Background: an optimization exercise with open tools, aiming at small area, a short achievable clock period and few clock cycles. Do not read the settings as production practice. RTL that was checked went through simulation tests only; none was proved equivalent to the original.

before:
// mult32x32_fast
module mult32x32_fast (
    input  logic        clk,
    input  logic        reset,
    input  logic        start,
    input  logic [31:0] a,
    input  logic [31:0] b,
    output logic        busy,
    output logic [63:0] product
);
Settings: LEC_CHECK=0, ABC_AREA=1, CAP_MARGIN=20, CORE_MARGIN=2, CORE_UTILIZATION=40, PLACE_DENSITY=0.6, SETUP_SLACK_MARGIN=3, SLEW_MARGIN=20; clock period 12.0 ns.
run.sh (not shown) runs the stock make flow with config.mk's settings and CLKGATE_MAP_FILE= SYNTH_SCRIPT=/design/flow/synth_recipe.tcl, a recipe that flattens the netlist after the stock synthesis.
Input changes introduced in after (baseline for comparison: before):
Settings: SETUP_SLACK_MARGIN: 3 -> unset.
Findings:
Changes observed in after relative to before: register-to-register slack fell 1320 ps, setup slack after layout lower, worst-path maximum fanout shows an increase of 29%.
Sequential cell count of the final layout: before vs after identical
The routed length on met2 in after was lower than what before gave.
after vs before — growth of design area from synthesis to finish dropped 10 points.
Fmax | after vs before | after slower
after vs before, critical-path cell with the highest stage delay: buf_4 vs fa_1
Length of routed met3 wiring | after below before
When after is set beside before, its sequential share of layout area turns out to be 0.82 points larger.
No functional check of the RTL was part of any run of this note.

========
## run 1
mult32x32_fast, a different RTL version from the one above (not shown whole).
For scale: about 2200 cells after synthesis, roughly 65 flip-flops, about 130 I/O pins, ~0.018 mm^2 of cells after synthesis.
clock: 12.0 ns
lec_check: 0
abc_area: 1
cap_margin: 20
core_margin: 2
core_utilization: 40
place_density: 0.6
setup_slack_margin: 3
slew_margin: 20
Every stage of the flow completed for run 1, and the final layout passed the timing, DRC and antenna checks.
Testbench counts of run 1, summed over its fixed seeds: cycles 4,808.
## Diff of input files: run 2 against run 1
# run 1
export LEC_CHECK = 0
export ABC_AREA = 1
export CAP_MARGIN = 20
export CORE_MARGIN = 2
export CORE_UTILIZATION = 40
export PLACE_DENSITY = 0.6
export SETUP_SLACK_MARGIN = 3
export SLEW_MARGIN = 20
create_clock -name core_clock -period 12.0 [get_ports {clk}]
# run 2
export LEC_CHECK = 0
export ABC_AREA = 1
export CAP_MARGIN = 20
export CORE_MARGIN = 2
export CORE_UTILIZATION = 40
export PLACE_DENSITY = 0.6
export SETUP_SLACK_MARGIN = 4
export SLEW_MARGIN = 20
create_clock -name core_clock -period 12.0 [get_ports {clk}]
==> flow/flow/run.sh (new file) <==
#!/bin/bash
# Layout: the standard flow (standard.sh, its synthesis unchanged), with two changes:
# the ports are buffered with buf_2 cells instead of the delay buffers buffer_ports picks
# by default, and the resizer may swap a cell for one of another footprint.
# make's full output goes to standard_flow.log here; ORFS's per-step logs to orfs/logs/.
set -euo pipefail
bash standard.sh \
  "BUFFER_PORTS_ARGS=-buffer_cell sky130_fd_sc_hd__buf_2" \
  MATCH_CELL_FOOTPRINT=0 \
  finish > standard_flow.log 2>&1
==> flow/standard.sh (new file) <==
#!/bin/bash
# synth_recipe.tcl (not shown) runs the flow's synth.tcl, then flattens the netlist and writes it again
# the make line also repeats each setting of config.mk as NAME=value (left out here)
make -C /OpenROAD-flow-scripts/flow DESIGN_CONFIG=/design/flow/config.mk WORK_HOME=/design/flow/orfs CLKGATE_MAP_FILE= SYNTH_SCRIPT=/design/flow/synth_recipe.tcl "${@:-finish}"
removed: flow/run.sh
### Flow results
Both conditions hold for run 1: the flow ran to the end and the final layout passed the timing, DRC and antenna checks.
Run 2: flow completed, timing, DRC and antenna clean
Summary of run 2 over run 1: met2 capacity usage during global routing went up by 1.7 points, synthesized cell count neither gained nor lost much.
Compared with run 1, run 2 shows logic depth of the worst register-to-register path that has gone up by more than 10%.
Hold slack, run 2 and run 1: larger value in run 1
Comparing run 2 and run 1, the lower global routing met3 resource utilization is on run 1.
Compared with run 1, number of cells on the critical path in run 2 increased by more than 10%.
Comparing run 2 and run 1, the lower final clock period utilization by the worst path is on run 2.
Edits applied to the flow inputs when going from run 2 to run 3:
# run 2
export LEC_CHECK = 0
export ABC_AREA = 1
export CAP_MARGIN = 20
export CORE_MARGIN = 2
export CORE_UTILIZATION = 40
export PLACE_DENSITY = 0.6
export SETUP_SLACK_MARGIN = 4
export SLEW_MARGIN = 20
create_clock -name core_clock -period 12.0 [get_ports {clk}]
# run 3
export LEC_CHECK = 0
export ABC_AREA = 1
export CAP_MARGIN = 20
export CORE_MARGIN = 2
export CORE_UTILIZATION = 40
export PLACE_DENSITY = 0.6
export SETUP_SLACK_MARGIN = 3
export SLEW_MARGIN = 20
create_clock -name core_clock -period 12.0 [get_ports {clk}]
diff --git a/flow/flow/run.sh b/flow/flow/run.sh
--- a/flow/flow/run.sh
+++ b/flow/flow/run.sh
@@ -3 +3 @@
-# the ports are buffered with buf_2 cells instead of the delay buffers buffer_ports picks
+# the ports are buffered with buf_4 cells instead of the delay buffers buffer_ports picks
@@ -8 +8 @@
-  "BUFFER_PORTS_ARGS=-buffer_cell sky130_fd_sc_hd__buf_2" \
+  "BUFFER_PORTS_ARGS=-buffer_cell sky130_fd_sc_hd__buf_4" \
==> run summary <==
Run 3 has completed all stages; timing, DRC and antenna checks passed.
Run 2 finished every stage and its layout cleared the timing, DRC and antenna checks.
Maximum achievable frequency is higher on run 2
The launching element of the worst setup path comes out b[25] in one run and b[27] in the other, namely in run 3 and run 2 respectively.
On worst setup slack, the higher figure sits with run 2, not run 3.
Between run 2 and run 3, the number of combinational gates with multiple inputs is higher for run 2.
Area growth from synthesis to final layout: run 3 < run 2
Compared with run 2, run 3 shows a lower routed wire length on met3.
The worst hold margin in run 3 sits 0.036 ns above the value recorded for run 2.
Diff run 2 -> run 3: met2 routed wirelength moved down, total detailed-routing wirelength now sits lower.
Sum of routed wire segments on met1 of run 3 falls short of that of run 2 slightly.
The following lists how run 4 was set up differently from run 3:
# run 3
export LEC_CHECK = 0
export ABC_AREA = 1
export CAP_MARGIN = 20
export CORE_MARGIN = 2
export CORE_UTILIZATION = 40
export PLACE_DENSITY = 0.6
export SETUP_SLACK_MARGIN = 3
export SLEW_MARGIN = 20
create_clock -name core_clock -period 12.0 [get_ports {clk}]
# run 4
export LEC_CHECK = 0
export ABC_AREA = 1
export CAP_MARGIN = 20
export CORE_MARGIN = 2
export CORE_UTILIZATION = 40
export PLACE_DENSITY = 0.6
export SETUP_SLACK_MARGIN = 2
export SLEW_MARGIN = 20
create_clock -name core_clock -period 12.0 [get_ports {clk}]
==> flow/run.sh (new file) <==
#!/bin/bash
# synth_recipe.tcl (not shown) runs the flow's synth.tcl, then flattens the netlist and writes it again
# the make line also repeats each setting of config.mk as NAME=value (left out here)
make -C /OpenROAD-flow-scripts/flow DESIGN_CONFIG=/design/flow/config.mk WORK_HOME=/design/flow/orfs CLKGATE_MAP_FILE= SYNTH_SCRIPT=/design/flow/synth_recipe.tcl finish
removed: flow/flow/run.sh
removed: flow/standard.sh
## What came out
Highest routed metal layer: met4 -> run 4, met5 -> run 3. Combined area of the multi-input logic cells went down slightly going from run 3 to run 4. | period utilization | run 4 vs run 3 | 7.1 points higher |. Cells: run 4 has fewer instances than run 3. | fmax | lower: run 4 |. Wire: run 4 routes less than run 3. Run 4 vs. run 3: post-cts sizing count went down by 1.

========
run A:
Starting RTL as in the previous note.
Settings: LEC_CHECK=0, ABC_AREA=1, CAP_MARGIN=20, CORE_MARGIN=2, CORE_UTILIZATION=40, PLACE_DENSITY=0.6, SETUP_SLACK_MARGIN=4, SLEW_MARGIN=20; clock period 12.0 ns.
standard.sh (not shown) runs the stock make flow with config.mk's settings and CLKGATE_MAP_FILE= SYNTH_SCRIPT=/design/flow/synth_recipe.tcl, a recipe that flattens the netlist after the stock synthesis.
==> flow/flow/run.sh <==
#!/bin/bash
# Layout: the standard flow (standard.sh, its synthesis unchanged), with two changes:
# the ports are buffered with buf_4 cells instead of the delay buffers buffer_ports picks
# by default, and the resizer may swap a cell for one of another footprint.
# make's full output goes to standard_flow.log here; ORFS's per-step logs to orfs/logs/.
set -euo pipefail
bash standard.sh \
  "BUFFER_PORTS_ARGS=-buffer_cell sky130_fd_sc_hd__buf_4" \
  MATCH_CELL_FOOTPRINT=0 \
  finish > standard_flow.log 2>&1
Testbench counts of run A, summed over its fixed seeds: cycles 4,808.
Here is what was changed in the inputs of run B compared with run A.
==> flow/flow/run.sh <==
#!/bin/bash
# Layout: the standard flow (standard.sh, its synthesis unchanged), with two changes:
# the ports are buffered with buf_2 cells instead of the delay buffers buffer_ports picks
# by default, and the resizer may swap a cell for one of another footprint.
# make's full output goes to standard_flow.log here; ORFS's per-step logs to orfs/logs/.
set -euo pipefail
bash standard.sh \
  "BUFFER_PORTS_ARGS=-buffer_cell sky130_fd_sc_hd__buf_2" \
  MATCH_CELL_FOOTPRINT=0 \
  finish > standard_flow.log 2>&1
-- flow/config.mk --
<<< run A, line 11
export CORE_UTILIZATION = 40
export PLACE_DENSITY = 0.6
export SETUP_SLACK_MARGIN = 4
export SLEW_MARGIN = 20
>>> run B, line 11
export CORE_UTILIZATION = 40
export CTS_BUF_LIST = sky130_fd_sc_hd__clkbuf_4 sky130_fd_sc_hd__clkbuf_8
export PLACE_DENSITY = 0.6
export SETUP_SLACK_MARGIN = 3.5
export SLEW_MARGIN = 20
==> comparison <==
- Reported for run B and run A, number of hold-repair buffers added at the cts stage turned out identical to the last digit.
- Area added between synthesis and finish in run B vs run A: down 8.1 points
- Via count of the first global-routing pass, run B and run A: larger value in run B
- When run B is measured against run A, its detailed route wirelength on metal3 turns out 11% higher.
Changes in run C relative to run B:
-- flow/config.mk --
<<< run B, line 11
export CORE_UTILIZATION = 40
export CTS_BUF_LIST = sky130_fd_sc_hd__clkbuf_4 sky130_fd_sc_hd__clkbuf_8
export PLACE_DENSITY = 0.6
export SETUP_SLACK_MARGIN = 3.5
export SLEW_MARGIN = 20
>>> run C, line 11
export CORE_UTILIZATION = 40
export PLACE_DENSITY = 0.6
export SETUP_SLACK_MARGIN = 3
export SLEW_MARGIN = 20
Findings:
Run C finished end to end and its layout was clean on timing, DRC and antenna.
Run B completed; timing, DRC and antenna clean
Looking at maximum clock frequency, run C sits 4.5% below run B.
Comparing share of the final layout cell area in multi-input gates for run C and run B, the smaller number came from run B.
In the reports for run C and run B, the smaller count of antenna diodes in the layout belongs to run C.
Run B -> run C: design area decreased slightly
Relative slew slack in run C is 5.6 points below run B.
Compared with run B, run C shows a post-cts repair resize count that is 24 lower.
Per the comparison of run C with run B, count of non-CTS buffers in the layout went down 9.1%.
As far as flip-flop and latch count goes, run B and run C are indistinguishable; the numbers are identical.
Run C vs run B on count of routing violations after the opening detailed-route iteration: run C is the higher one.
Inputs modified between run C and run D:
==> flow/flow/run.sh <==
#!/bin/bash
# Layout: the standard flow (standard.sh, its synthesis unchanged), with two changes:
# the ports are buffered with buf_4 cells instead of the delay buffers buffer_ports picks
# by default, and the resizer may swap a cell for one of another footprint.
# make's full output goes to standard_flow.log here; ORFS's per-step logs to orfs/logs/.
set -euo pipefail
bash standard.sh \
  "BUFFER_PORTS_ARGS=-buffer_cell sky130_fd_sc_hd__buf_4" \
  MATCH_CELL_FOOTPRINT=0 \
  finish > standard_flow.log 2>&1
-- flow/config.mk --
<<< run C, line 10
export CORE_MARGIN = 2
export CORE_UTILIZATION = 40
export PLACE_DENSITY = 0.6
export SETUP_SLACK_MARGIN = 3
>>> run D, line 10
export CORE_MARGIN = 2
export CORE_UTILIZATION = 60
export PLACE_DENSITY = 0.75
export SETUP_SLACK_MARGIN = 3
Findings:
Run D reached the end of the flow, and the finished layout is clean on the timing, DRC and antenna checks. Between run C and run D, total length of routed met3 wires is higher for run D, run C comes in under that. Fraction of area in multi-input gates: run C vs run D — no meaningful difference. Run D — final clock period utilization by the worst path 0.75 points higher, run C as reference. Clock-buffer cell count, run C and run D: smaller value in run D. Relative to run C, the transition at the pin with the smallest max-transition slack of run D is lower by 0.055 ns.

[separate check: timing with driven ports]
The flow's constraints put no driver on any port. The routed layouts listed below were extracted and timed again, unchanged, in two steps. Step 1: set_driving_cell puts a clkbuf_16 on clk and a buf_2 on each other input, an assumption about the parent block. Step 2 adds t to the input delays and takes it off the output delays; t is the mean of the earliest and latest rising clock arrival at the registers after step 1. Input paths then give back, and output paths get back, about the clock's delay inside the block. a / b / c = ideal / step 1 / step 2; a / b = the first two.
| run | shift t [ns] | setup slack, ns | hold slack, ns | worst data-port slew with drivers (ns) | cell pins on the clock port's net |
|---|---|---|---|---|---|
| before | 0.401 | 3.100 / 3.126 / 2.726 | 0.797 / 0.797 / 0.797 | 0.06 | 1 |
| after | 0.394 | 1.743 / 1.768 / 1.374 | 0.802 / 0.802 / 0.802 | 0.06 | 1 |
| run 1 | 0.420 | 3.253 / 3.282 / 2.862 | 0.768 / 0.768 / 0.768 | 0.05 | 1 |
| run 2 | 0.424 | 4.098 / 4.131 / 3.707 | 0.764 / 0.764 / 0.764 | 0.05 | 1 |
| run 3 | 0.432 | 3.203 / 3.227 / 2.795 | 0.800 / 0.800 / 0.800 | 0.05 | 1 |
| run 4 | 0.419 | 2.350 / 2.378 / 1.959 | 0.767 / 0.767 / 0.767 | 0.05 | 1 |
| run A | 0.433 | 3.867 / 3.885 / 3.451 | 0.804 / 0.804 / 0.804 | 0.05 | 1 |
| run B | 0.448 | 3.680 / 3.707 / 3.260 | 0.763 / 0.763 / 0.763 | 0.04 | 1 |
| run C | 0.418 | 3.285 / 3.317 / 2.899 | 0.763 / 0.763 / 0.763 | 0.04 | 1 |
| run D | 0.406 | 3.195 / 3.225 / 2.818 | 0.896 / 0.896 / 0.896 | 0.05 | 1 |
After both steps setup and hold are still met in every run listed. For run B, which loses most, drivers alone change the setup slack by +0.027 ns; drivers and shift together by -0.420 ns.
